This is an optimization exercise on Yosys and OpenROAD, whose aim is small area and a short achievable clock period, not a production implementation.
Only simulation tests tie the RTL to the original design; equivalence was not proved.
No activity file was given, so power comes from the tool's default toggle rates.

==> flow/design.v <==
module PE_lb (
    input  wire        clk,
    input  wire        rst,
    input  wire        load,
    input  wire        sel_x0,
    input  wire [15:0] x0,
    input  wire [15:0] x2,
    output reg  [15:0] lb
);
    always @(posedge clk or posedge rst) begin
        if (rst)       lb <= 16'd0;
        else if (load) lb <= sel_x0 ? x0 : x2;
    end
endmodule
module sub_array (
    input  wire         clk,
    input  wire         rst,
    input  wire [1:0]   dataflow_sel,
    input  wire         stationary_sel,
    input  wire [63:0]  array_ifmap_in,
    input  wire [63:0]  array_weight_in,
    input  wire [127:0] array_psum_in_v,
    input  wire [127:0] array_psum_in_h,
    output wire [63:0]  array_ifmap_out,
    output wire [63:0]  array_weight_out,
    output wire [127:0] array_psum_out_v,
    output wire [127:0] array_psum_out_h
);
    wire m_os  = (dataflow_sel == 2'b10);
    wire m_clr = (dataflow_sel == 2'b11);
    wire m_mac = ~dataflow_sel[1];
    wire ld_x0 = (dataflow_sel == 2'b00);
    reg [3:0] v0, v2;
    reg       mac_d;
    reg [3:1] pv;
    always @(posedge clk or posedge rst) begin
        if (rst) begin
            v0 <= 4'd0;
            v2 <= 4'd0;
            mac_d <= 1'b0;
            pv <= 3'd0;
        end else begin
            v0 <= {4{m_os}} & {v0[2:0], 1'b1};
            v2 <= {4{~m_clr}} & {v2[2:0], 1'b1};
            mac_d <= m_mac;
            pv <= {3{m_mac}} & {pv[2:1], 1'b1};
        end
    end
    reg  [255:0] d0;             
    reg  [255:0] d2;             
    wire [255:0] x0, x2, lb;     
    always @(posedge clk) begin
        d0 <= x0;
        d2 <= x2;
    end
    genvar r, c;
    generate
        for (r = 0; r < 4; r = r + 1) begin: row
            for (c = 0; c < 4; c = c + 1) begin: col
                if (c == 0) begin: w0
                    assign x0[16*(4*(r)+(c)) +: 16] = array_ifmap_in[16*r +: 16];
                end else begin: wn
                    assign x0[16*(4*(r)+(c)) +: 16] = d0[16*(4*(r)+(c-1)) +: 16] & {16{v0[c-1]}};
                end
                if (r == 0) begin: n0
                    assign x2[16*(4*(r)+(c)) +: 16] = array_weight_in[16*c +: 16];
                end else begin: nn
                    assign x2[16*(4*(r)+(c)) +: 16] = d2[16*(4*(r-1)+(c)) +: 16] & {16{v2[r-1]}};
                end
                PE_lb u_lb (
                    .clk(clk), .rst(rst), .load(stationary_sel), .sel_x0(ld_x0),
                    .x0(x0[16*(4*(r)+(c)) +: 16]), .x2(x2[16*(4*(r)+(c)) +: 16]), .lb(lb[16*(4*(r)+(c)) +: 16])
                );
            end
        end
        for (c = 0; c < 4; c = c + 1) begin: pcol
            reg [15:0] a1;
            reg [17:0] s3;
            reg [31:0] pd1, pd2, pd3;
            reg [31:0] o1;
            wire [16:0] a2n = (mac_d ? {1'b0, a1} : 17'd0) + {1'b0, lb[16*(4*(1)+(c)) +: 16]};
            reg  [16:0] a2;
            wire [15:0] lb3n = stationary_sel ? (ld_x0 ? x0[16*(4*(3)+(c)) +: 16] : x2[16*(4*(3)+(c)) +: 16]) : lb[16*(4*(3)+(c)) +: 16];
            wire [17:0] s3n = (mac_d ? {1'b0, a2} : 17'd0) + {1'b0, lb[16*(4*(2)+(c)) +: 16]};
            wire [17:0] s3m = (m_mac ? s3n : 18'd0) + {2'b0, lb3n};
            wire [31:0] prod = x2[16*(4*(3)+(c)) +: 16] * s3 + (pd3 & {32{pv[3]}});
            always @(posedge clk) begin
                a1  <= lb[16*(4*(0)+(c)) +: 16];
                a2  <= a2n;
                s3  <= s3m;
                pd1 <= array_psum_in_v[32*c +: 32];
                pd2 <= pd1;
                pd3 <= pd2;
            end
            always @(posedge clk or posedge rst) begin
                if (rst) o1 <= 32'd0;
                else     o1 <= m_mac ? prod : 32'd0;
            end
            assign array_psum_out_v[32*c +: 32] = o1;
            assign array_weight_out[16*c +: 16] = d2[16*(4*(3)+(c)) +: 16] & {16{v2[3]}};
        end
        for (r = 0; r < 4; r = r + 1) begin: orow
            assign array_ifmap_out[16*r +: 16] = d0[16*(4*(r)+(3)) +: 16] & {16{v0[3]}};
        end
    endgenerate
    assign array_psum_out_h = array_psum_in_h;
endmodule
module resa_subarray (
    input  wire         clk,
    input  wire         rst,
    input  wire [1:0]   dataflow_sel,
    input  wire         stationary_sel,
    input  wire [63:0]  array_ifmap_in,
    input  wire [63:0]  array_weight_in,
    input  wire [127:0] array_psum_in_v,
    input  wire [127:0] array_psum_in_h,
    output wire [63:0]  array_ifmap_out,
    output wire [63:0]  array_weight_out,
    output wire [127:0] array_psum_out_v,
    output wire [127:0] array_psum_out_h
);
    sub_array u_array (
        .clk(clk),
        .rst(rst),
        .dataflow_sel(dataflow_sel),
        .stationary_sel(stationary_sel),
        .array_ifmap_in(array_ifmap_in),
        .array_weight_in(array_weight_in),
        .array_psum_in_v(array_psum_in_v),
        .array_psum_in_h(array_psum_in_h),
        .array_ifmap_out(array_ifmap_out),
        .array_weight_out(array_weight_out),
        .array_psum_out_v(array_psum_out_v),
        .array_psum_out_h(array_psum_out_h)
    );
endmodule
==> flow/run.sh <==
#!/bin/bash
# synth_recipe.tcl (not shown) runs the flow's synth.tcl, then flattens the netlist and writes it again
# the make line also repeats each setting of config.mk as NAME=value (left out here)
make -C /OpenROAD-flow-scripts/flow DESIGN_CONFIG=/design/flow/config.mk WORK_HOME=/design/flow/orfs CLKGATE_MAP_FILE= SYNTH_SCRIPT=/design/flow/synth_recipe.tcl finish
==> flow/config.mk <==
export PLATFORM = sky130hd
export DESIGN_NAME = resa_subarray
export DESIGN_NICKNAME = resa_subarray
export VERILOG_FILES = /design/flow/design.v
export SDC_FILE = /design/flow/constraint.sdc
export NUM_CORES = 4
export LEC_CHECK = 0
export CAP_MARGIN = 20
export CORE_MARGIN = 2
export CORE_UTILIZATION = 40
export PLACE_DENSITY = 0.6
export SLEW_MARGIN = 20
==> flow/constraint.sdc <==
create_clock -name core_clock -period 10.0 [get_ports {clk}]
set_input_delay 2.0000 -clock core_clock [delete_from_list [all_inputs] [get_ports {clk}]]
set_output_delay 2.0000 -clock core_clock [all_outputs]
set_load 0.01 [all_outputs]
==> summary.md <==
| Metric | Value |
|---|---|
| Die footprint | 234000 sq um |
| Cell Rows | 176 |
| First-pass GRT wire length | 418000 microns |
| Crit path capture | u_array.pcol[2].o1[29] |
| Measured slew at the worst slew-check pin | 1160 ps |
| CTS Buf Count | 161 |
| Setup violators final | 0 |
| Clk sinks | 1495 |
| DRT iter0 DRCs | 4992 |
| CTS tree | yes |
| Routed length per instance | 21.6 microns |
| Layout Cells excl Fill | 12700 |
| Maxcap violations | 0 |
| Worst reg2reg setup slack | 1450 ps |
| Die Span X | 484 microns |
| Reg2reg end | u_array.pcol[2].o1[29] |
| IO Count | 773 |
| Syn Inst Count | 9353 |
| Root Driver | clkbuf_16 |
| Slew Limit Fails | 0 |
| F_max | 117 MHz |
| Vias in the first global route | 66300 |
| Worst-path clk slew | 60 ps |
| Via/cell ratio | 5.03 |
| Nets | 11500 |
| Leakage | 51.4 nW |
| Ys flop type | dfxtp_1 |
| Residual DRC | 0 |
| Top cell type's share of synthesized area | 23.9% |
| Chip height | 484 microns |
| PostCTS Resize Cnt | 0 |
| Fillers | 21700 |
| # Post-CTS Setup Buffers | 0 |
| P&R area growth vs syn | 14.0% |
| Drt pass-1 iters | 6 |
| Cts-stage hold buffer count | 0 |
| Clock Latency Late Sink | 840 ps |
| CP max FO | 72 |
| Period utilization | 85.5% |
| CP Launch Type | register |
| EDFF count, synth | 0 |
| Setup CP Type | reg2reg |
| HP Class | reg2reg |
| Grt total ovfl | 0 |
| Critical Path Start | u_array.v2[2] |
| Core area | 229000 sq um |
| Ys async rst share | 26.4% |
| Clock Skews | 45.8 ps |
| Routed Antenna Nets | 0 |
| H-tree lvl count | 4 |
| Starting Density | 40.1% |
| Most common cell in the netlist | inv_1 |
| Final worst path period need | 8550 ps |
| Top cells by area, synth | dfxtp_1 (24%), fa_1 (22%), dfrtp_1 (11%), ha_1 (7.6%), inv_1 (5.7%) |
| Status | timing/DRC/antenna clean |
| Synth Cell Area | 92000 sq um |
| Seq cells post-synth | 1495 |
| Final Wtd Congestion | 0.925 |
| Placed insts | 12400 |
| IO Port Bufs | 516 |
| RR Startpoint | u_array.v2[2] |
| Syn nets | 11300 |
| Synth unique cells | 82 |
| PD cells | 207 nW/um^2 |
| Final Hold Vio Count | 0 |
| Largest net degree at the start of global routing | 147 |
| Initial antenna violation count | 33 |
| Arr. time, crit path | 9230 ps |
| Max Buffers Root-to-Sink | 3 |
| Ys Warns | 2 |
| Vias post-DR | 64000 |
| Seq/Total Area, Yosys | 34.7% |
| Req. time, crit path | 10680 ps |
| Maximum vdd drop | 0.000146 V |
| Synth top cells by count | inv_1 (1407), dfxtp_1 (1100), fa_1 (1020) |
| Setup TNS | 0 ps |
| Post-DP HPWL | 211000 microns |
| Total track usage | 23.5% |
| Layout cells sized above 1 | 3.88% |
| Routed Wire Length | 275000 microns |
| Worst slew margin | 22.5% |
| Register-to-Register Path Depth | 22 |
| Biggest area consumer among synthesized cells | dfxtp_1 |
| Endpoint class of the critical path | register |
| RSZ-0062 raised after global routing | no |
| Syn avg cell area | 9.84 sq um |
[cell usage in the layout (no fill, tap or decap), types with 11 or more instances in the layout]
master              n
nor2_1            540
dfxtp_1          1100
o21ai_0           131
xor2_1             70
o41ai_1            13
xnor2_1           197
nand2_1           910
dfrtp_1           388
clkinvlp_4         12
and3_1            533
clkinv_2           22
clkdlybuf4s50_1   514
ha_1              560
buf_4              56
a31oi_1            42
o21a_1             41
a41oi_1            11
nand2b_1           32
clkbuf_16         167
mux2i_1           228
diode_2            13
clkbuf_1           26
nor3_1             49
o21bai_1           26
fa_1             1020
bufinv_16          18
a211oi_1           44
nor2b_1            49
clkbuf_8           29
and2_1            687
a21oi_1           402
inv_1            1405
nand3_1            43
a21o_1             96
and2_0             24
[routing by layer]
layer	GRT usage [%]	wire length (microns)	vias up
li1	-	-	29500
met1	33.8	127000	31900
met2	35.1	119000	2152
met3	3.81	17300	410
met4	9.93	12000	6
met5	0.327	80	-
[per-stage QoR]
stage / hold slack [ps] / worst slack [ps] / power [W] / utilization [%] / instance area [sq um]
floorplan: 310 / 2680 / 0.0127 / - / 92000
global placement: 311 / 1840 / 0.0151 / 43.2 / 99000
detailed placement: 312 / 1670 / 0.0152 / 43.2 / 99000
CTS: 296 / 1630 / 0.0218 / 45.8 / 105000
global route: 318 / 999 / 0.0231 / 45.8 / 105000
finish: 306 / 1450 / 0.0217 / 45.8 / 105000
[kinds of logic after synthesis]
| logic type | count (synthesis) | synth area share [%] |
|---|---|---|
| AOI/OAI and AO/OA | 914 | 6.21 |
| xor gates and xnor gates | 267 | 2.54 |
| adders and majority gates | 1580 | 29.8 |
| buffers and inverters | 1958 | 8.51 |
| DFF | 1495 | 34.7 |
| muxes | 229 | 2.49 |
| and+or+nand+nor | 2910 | 15.8 |
[layout make-up]
class	count	area [sq um]	area share (%)
well taps	3026	3790	3.61
diodes	13	32.5	0.0310
flip-flops and latches	1495	31900	30.4
clock buffers	221	4660	4.44
clock inverters	81	1220	1.16
inverters	1407	5290	5.04
repair buffers	579	5730	5.47
multi-input cells	5900	52300	49.8
[worst min path at each step]
stage                       startpoint                      end  cells after the start
2_1_floorplan   u_array.pcol[0].pd1[0]   u_array.pcol[0].pd2[0]                      0
3_3_place_gp   u_array.pcol[2].pd1[25]  u_array.pcol[2].pd2[25]                      0
3_5_place_dp   u_array.pcol[1].pd2[14]  u_array.pcol[1].pd3[14]                      0
4_1_cts         u_array.pcol[3].pd2[0]   u_array.pcol[3].pd3[0]                      0
5_1_grt         u_array.pcol[2].pd2[4]   u_array.pcol[2].pd3[4]                      0
6_report        u_array.pcol[3].pd2[0]   u_array.pcol[3].pd3[0]                      0
[flip-flops by register name, indices dropped and copies added, names as in the netlist]
register and flops:
u_array.pcol.pd2 128, u_array.v2 4, u_array.pcol.a1 64, u_array.d0 256
u_array.pcol.pd3 128, u_array.pcol.s3 72, u_array.v0 4, u_array.d2 256
u_array.pcol.pd1 128, u_array.pv 3, u_array.pcol.a2 68, u_array.row.col.u_lb.lb 256
u_array.pcol.o1 128
[worst max-delay path, stage by stage (launching register included)]
cell	delay [ps]
dfrtp_4	790
buf_4	590
and2_0	950
nand2_1	180
fa_1	530
fa_1	510
fa_1	530
inv_1	40
ha_1	290
fa_1	480
inv_1	50
fa_1	470
inv_1	40
ha_1	340
a21oi_1	230
nor4b_1	430
o21ai_0	390
a211oi_1	710
o211ai_1	210
o211ai_1	230
o21ai_0	170
xnor2_1	150
nor2_1	50
[report_power, final]
part	total (W)	internal (W)	switching (W)
combinational	0.00743	0.00313	0.00429
sequential	0.00777	0.00667	0.00110
clock	0.00649	0.00380	0.00269

what the ideal ports hide:
How much do the figures lean on ideal ports? The routed layout below was timed once more, with nothing changed but the port constraints. Step 1 assumes that a clkbuf_16 drives the clock port and a buf_2 every other input. Step 2 also shifts input and output timing later by t, the mid clock arrival at the registers, as if the neighbouring blocks saw the same clock. Slacks: no drivers / after step 1 / after step 2; pairs: no drivers / after step 1.
t, ns: 0.908
setup slack, ns: 1.446 / 1.446 / 1.446
latest minus earliest clock arrival (ns): 0.054 / 0.054
slew at the worst register clock pin (ns): 0.07 / 0.07
pins driven straight from the clock port: 1
After both steps setup and hold are still met in this run. The setup slack of this run moves by 0.000 ns with the drivers and by 0.000 ns with both steps.
